This is an optimization exercise on Yosys and OpenROAD, whose aim is small area, not a production implementation. Where RTL was checked, it was by simulation tests only, not by an equivalence proof against the original.

## maple
==> flow/design.v (excerpt) <==
module riscv_core (
    input clk,
    input reset,
    output [31:0] imem_addr,
    input  [31:0] imem_rdata,
    output [31:0] dmem_addr,
    output [31:0] dmem_wdata,
    output [1:0]  dmem_size,
    output        dmem_we,
    input  [31:0] dmem_rdata
);
Size in the first run: about 2,300 cells after synthesis, roughly 170 I/O pins, roughly 31,000 um^2 of cells after synthesis.
clock: 18.0 ns
lec_check: 0
abc_area: 0
cap_margin: 20
core_margin: 2
core_utilization: 55
cts_buf_list: sky130_fd_sc_hd__clkbuf_4 sky130_fd_sc_hd__clkbuf_8
cts_cluster_diameter: 60
cts_cluster_size: 20
slew_margin: 20
synth_hierarchical: 1
standard.sh (not shown) runs the stock make flow with config.mk's settings and CLKGATE_MAP_FILE= SYNTH_SCRIPT=/design/flow/synth_recipe.tcl, a recipe that flattens the netlist after the stock synthesis.
==> flow/flow/run.sh <==
#!/bin/bash
# The standard layout, with plain buf_1 cells as the port buffers and a clock tree
# built without dummy loads.
set -euo pipefail
bash standard.sh "BUFFER_PORTS_ARGS=-buffer_cell sky130_fd_sc_hd__buf_1" \
  "CTS_ARGS=-sink_clustering_enable -repair_clock_nets -sink_clustering_size 20 -sink_clustering_max_diameter 60 -buf_list {sky130_fd_sc_hd__clkbuf_4 sky130_fd_sc_hd__clkbuf_8} -dont_use_dummy_load" \
  finish > standard_flow.log 2>&1
Relative to maple, the following input files were edited for birch:
-- flow/design.v --
<<< maple, line 247
    genvar gi;
    generate for (gi = 0; gi < 30; gi = gi + 1) begin : g_inc
        pc_bit u_pc (.pc(pc[gi]), .cy(pcy[gi]), .jump(pc_jump), .jump_n(~pc_jump & ~clr), .a(A[gi+2]), .d(pc_nx[gi]), .cy_out(pcy[gi+1]));
    end endgenerate
    wire       rf_we = wen & ~clr;
>>> birch, line 247
    genvar gi;
    generate for (gi = 0; gi < 30; gi = gi + 1) begin : g_inc
        pc_bit u_pc (.pc(pc[gi]), .cy(pcy[gi]), .jump(pc_jump), .jump_n(~pc_jump), .a(A[gi+2]), .d(pc_nx[gi]), .cy_out(pcy[gi+1]));
    end endgenerate
    wire       rf_we = wen & ~clr;
<<< maple, line 263
        end
    endgenerate
    always @(posedge clk) pc <= pc_nx;
    always @(posedge clk or posedge reset) begin
        if (reset) begin
>>> birch, line 263
        end
    endgenerate
    always @(posedge clk or posedge reset) begin
        if (reset) begin
            pc <= 30'd0;
        end else begin
            pc <= pc_nx;
        end
    end
    always @(posedge clk or posedge reset) begin
        if (reset) begin
### Flow results
- Looking at birch and maple, the relative area change from synthesis to final layout is a wash.
- Relative to maple, met2 layer usage reported by global route has increased by 1.3 points in birch.
- Relative to maple, proportion of cell area occupied by multi-input gates has decreased by 0.65 points in birch.
- Wire: birch routes more than maple
- Summary of birch over maple: total global routing track utilization shows an increase of 0.31 points; global-route wire length before repair shows an increase of 1.4%; period utilization shows an increase of 2.5 points.
Only the layout flow was run in maple; the RTL was not checked for function there.


Setup of rev 12:
Another version of the RTL of riscv_core (not shown whole).
Size in the first run: ~1100 flip-flops, about 0.031 sq mm of cells after synthesis.
clock: 18.0 ns
lec_check: 0
abc_area: 0
cap_margin: 20
core_margin: 2
core_utilization: 55
cts_buf_list: sky130_fd_sc_hd__clkbuf_4 sky130_fd_sc_hd__clkbuf_8
cts_cluster_diameter: 60
cts_cluster_size: 20
slew_margin: 20
synth_hierarchical: 1
Scripts as last shown in full above: flow/flow/run.sh
Here is what was changed in the inputs of rev 13 compared with rev 12.
diff --git a/flow/design.v b/flow/design.v
--- a/flow/design.v
+++ b/flow/design.v
@@ -66,30 +66,34 @@
     wire c_ld    = ~ins[6] & ~ins[4] & ~ins[5];
     wire c_st    = ~ins[6] & ~ins[4] &  ins[5];
     wire c_opi   = ~ins[6] &  ins[4] & ~ins[2] & ~ins[5];
     wire c_op    = ~ins[6] &  ins[4] & ~ins[2] &  ins[5];
     wire c_alu   = c_opi | c_op;
     wire k_sh    = f3[1:0] == 2'b01;
     wire k_slt   = f3[2:1] == 2'b01;
-    reg [31:0] imm;
+    wire       t_u  = c_lui | c_auipc;
+    wire       t_j  = c_jal;
+    wire       t_sb = c_st | c_br;           
+    wire       t_i  = ~t_u & ~t_j & ~t_sb;   
+    wire       sg   = ins[31];
+    wire       q0 = ph == 2'd0, q1 = ph == 2'd1, q2 = ph == 2'd2, q3 = ph == 2'd3;
+    wire [7:0] imm_b;
+    wire [7:0] ib0 = ({8{t_i}} & ins[27:20]) |
+                     ({8{t_sb}} & {ins[27:25], ins[11:8], ins[7] & c_st}) |
+                     ({8{t_j}} & {ins[27:21], 1'b0});
+    wire [7:0] ib1 = ({8{~t_u & ~t_j}} & {sg, sg, sg, sg, c_br ? ins[7] : sg, ins[30:28]}) |
+                     ({8{t_j}} & {ins[15:12], ins[20], ins[30:28]}) |
+                     ({8{t_u}} & {ins[15:12], 4'b0000});
+    wire [7:0] ib2 = ({8{~t_u & ~t_j}} & {8{sg}}) |
+                     ({8{t_j}} & {sg, sg, sg, sg, ins[19:16]}) |
+                     ({8{t_u}} & ins[23:16]);
+    wire [7:0] ib3 = t_u ? ins[31:24] : {8{sg}};
+    assign imm_b = ({8{q0}} & ib0) | ({8{q1}} & ib1) | ({8{q2}} & ib2) | ({8{q3}} & ib3);
+    reg [7:0] pc_b;
     always @* begin
-        if (c_lui | c_auipc)      imm = {ins[31:12], 12'b0};
-        else if (c_jal)           imm = {{12{ins[31]}}, ins[19:12], ins[20], ins[30:21], 1'b0};
-        else if (c_br)            imm = {{20{ins[31]}}, ins[7], ins[30:25], ins[11:8], 1'b0};
-        else if (c_st)            imm = {{21{ins[31]}}, ins[30:25], ins[11:7]};
-        else                      imm = {{21{ins[31]}}, ins[30:20]};
-    end
-    reg [7:0] imm_b, pc_b, t_b;
-    always @* begin
-        case (ph)
-            2'd0: imm_b = imm[7:0];
-            2'd1: imm_b = imm[15:8];
-            2'd2: imm_b = imm[23:16];
-            default: imm_b = imm[31:24];
-        endcase
         case (ph)
             2'd0: pc_b = {pc[5:0], 2'b00};
             2'd1: pc_b = pc[13:6];
             2'd2: pc_b = pc[21:14];
             default: pc_b = pc[29:22];
         endcase
     end
@@ -232,33 +236,25 @@
             2'd2: wd = ld_b;
             default: wd = {7'b0, flag & (ph == 2'd0)};
         endcase
         if (clr) wd = 8'd0;
     end
     wire [7:0] wdx = wd ^ {8{sp}};
     wire [4:0] rd = ins[11:7];
-    wire [31:0] a_nx;
-    generate for (ga = 0; ga < 32; ga = ga + 1) begin : g_anx
-        if (ga < 24) begin : g_lo
-            sel2_bit u_a (.s(ashift), .s_n(~ashift), .a(A[ga+8]), .b(A[ga]), .y(a_nx[ga]));
-        end else begin : g_hi
-            sel2_bit u_a (.s(ashift), .s_n(~ashift), .a(sum[ga-24]), .b(A[ga]), .y(a_nx[ga]));
-        end
-    end endgenerate
     wire [7:0] t_top;
     generate for (ga = 0; ga < 8; ga = ga + 1) begin : g_ttop
         sel2_bit u_t (.s(tload), .s_n(~tload), .a(port[ga]), .b(T[ga]), .y(t_top[ga]));
     end endgenerate
     wire       pc_end  = (ph == 2'd3) & ~clr & last;
     wire       pc_jump = pc_end & (c_jal | c_jalr | (c_br & taken));
     wire [30:0] pcy; wire [29:0] pc_nx;
     assign pcy[0] = pc_end;
     genvar gi;
     generate for (gi = 0; gi < 30; gi = gi + 1) begin : g_inc
-        pc_bit u_pc (.pc(pc[gi]), .cy(pcy[gi]), .jump(pc_jump), .jump_n(~pc_jump & ~clr), .a(A[gi+2]), .d(pc_nx[gi]), .cy_out(pcy[gi+1]));
+        pc_bit u_pc (.pc(pc[gi]), .cy(pcy[gi]), .jump(pc_jump), .jump_n(~pc_jump), .a(A[gi+2]), .d(pc_nx[gi]), .cy_out(pcy[gi+1]));
     end endgenerate
     wire       rf_we = wen & ~clr;
     wire [3:0] rd_lo = {4{rf_we}} & (4'b0001 << rd[1:0]);
     wire [7:0] rd_hi = 8'b00000001 << rd[4:2];
     generate
         for (gr = 1; gr < 32; gr = gr + 1) begin : g_rf
             wire       we, we_n;
@@ -266,15 +262,21 @@
             wire [7:0] top;
             for (gb = 0; gb < 8; gb = gb + 1) begin : g_w
                 rf_wbit u_w (.we(we), .we_n(we_n), .q(rf[gr][gb]), .wd(wdx[gb]), .d(top[gb]));
             end
             always @(posedge clk) rf[gr] <= {top, rf[gr][31:8]};
         end
     endgenerate
-    always @(posedge clk) pc <= pc_nx;
+    always @(posedge clk or posedge reset) begin
+        if (reset) begin
+            pc <= 30'd0;
+        end else begin
+            pc <= pc_nx;
+        end
+    end
     always @(posedge clk or posedge reset) begin
         if (reset) begin
             ph <= 2'd0;
             pass <= 2'd0;
             clr <= 1'b1;
             sp <= 1'b0;
         end else begin
@@ -289,15 +291,15 @@
             end
         end
     end
     always @(posedge clk) begin
         c <= co;
         z <= ((ph == 2'd0) | z) & (sum == 8'd0);
         if (fcap & (ph == 2'd3)) flag <= lt;
-        A <= a_nx;
+        if (ashift) A <= {sum, A[31:8]};
         T <= {t_top, T[31:8]};
     end
     assign imem_addr  = {pc, 2'b00};
     assign dmem_addr  = A;
     assign dmem_wdata = {port, T[31:8]};
     assign dmem_size  = f3[1:0];
     assign dmem_we    = c_st & (pass == 2'd1) & (ph == 2'd3);
Results
- Rev 13 vs. rev 12: number of clock-tree buffers in the layout decreased 1; worst hold slack essentially unchanged; setup slack increased 140 ps; floorplan die area decreased 0.63%.
- Against rev 12, total via count in the routed design in rev 13 came out better.
- Rev 13 vs. rev 12: slew of the pin with the lowest slew margin went down by 73 ps.
- Sequential fraction of the synthesis area | rev 13 above rev 12
- Compared to rev 12, the routing of rev 13 uses less wire.
- Measured against each other, rev 13 and rev 12 differ in count of non-CTS buffers in the layout, the higher figure coming from rev 12.
Function was not checked in any run of this note: the RTL went through the layout flow alone.

-- separate check: timing with driven ports --
In the flow no input, the clock included, has a driving cell. The finished layouts below were timed again as built, in two steps.
Step 1: set_driving_cell puts a clkbuf_16 on clk and a buf_2 on each other input, an assumption about the parent block.
Step 2 adds t to the input delays and takes it off the output delays; t is the mean of the earliest and latest rising clock arrival at the registers after step 1. Input paths then give back, and output paths get back, about the clock's delay inside the block.
Three values: ideal, step 1, step 2; two values: the first two.
run	t, ns	slack for setup (ns)	worst data-port slew with drivers (ns)
maple	0.677	3.856 / 3.888 / 3.211	0.07
birch	0.701	3.399 / 3.426 / 2.726	0.08
rev 12	0.683	3.459 / 3.488 / 2.805	0.12
rev 13	0.718	3.602 / 3.634 / 2.916	0.09
After both steps every run listed still meets setup and hold. The setup slack of rev 13, which loses most, moves by +0.032 ns with the drivers and by -0.686 ns with both steps.
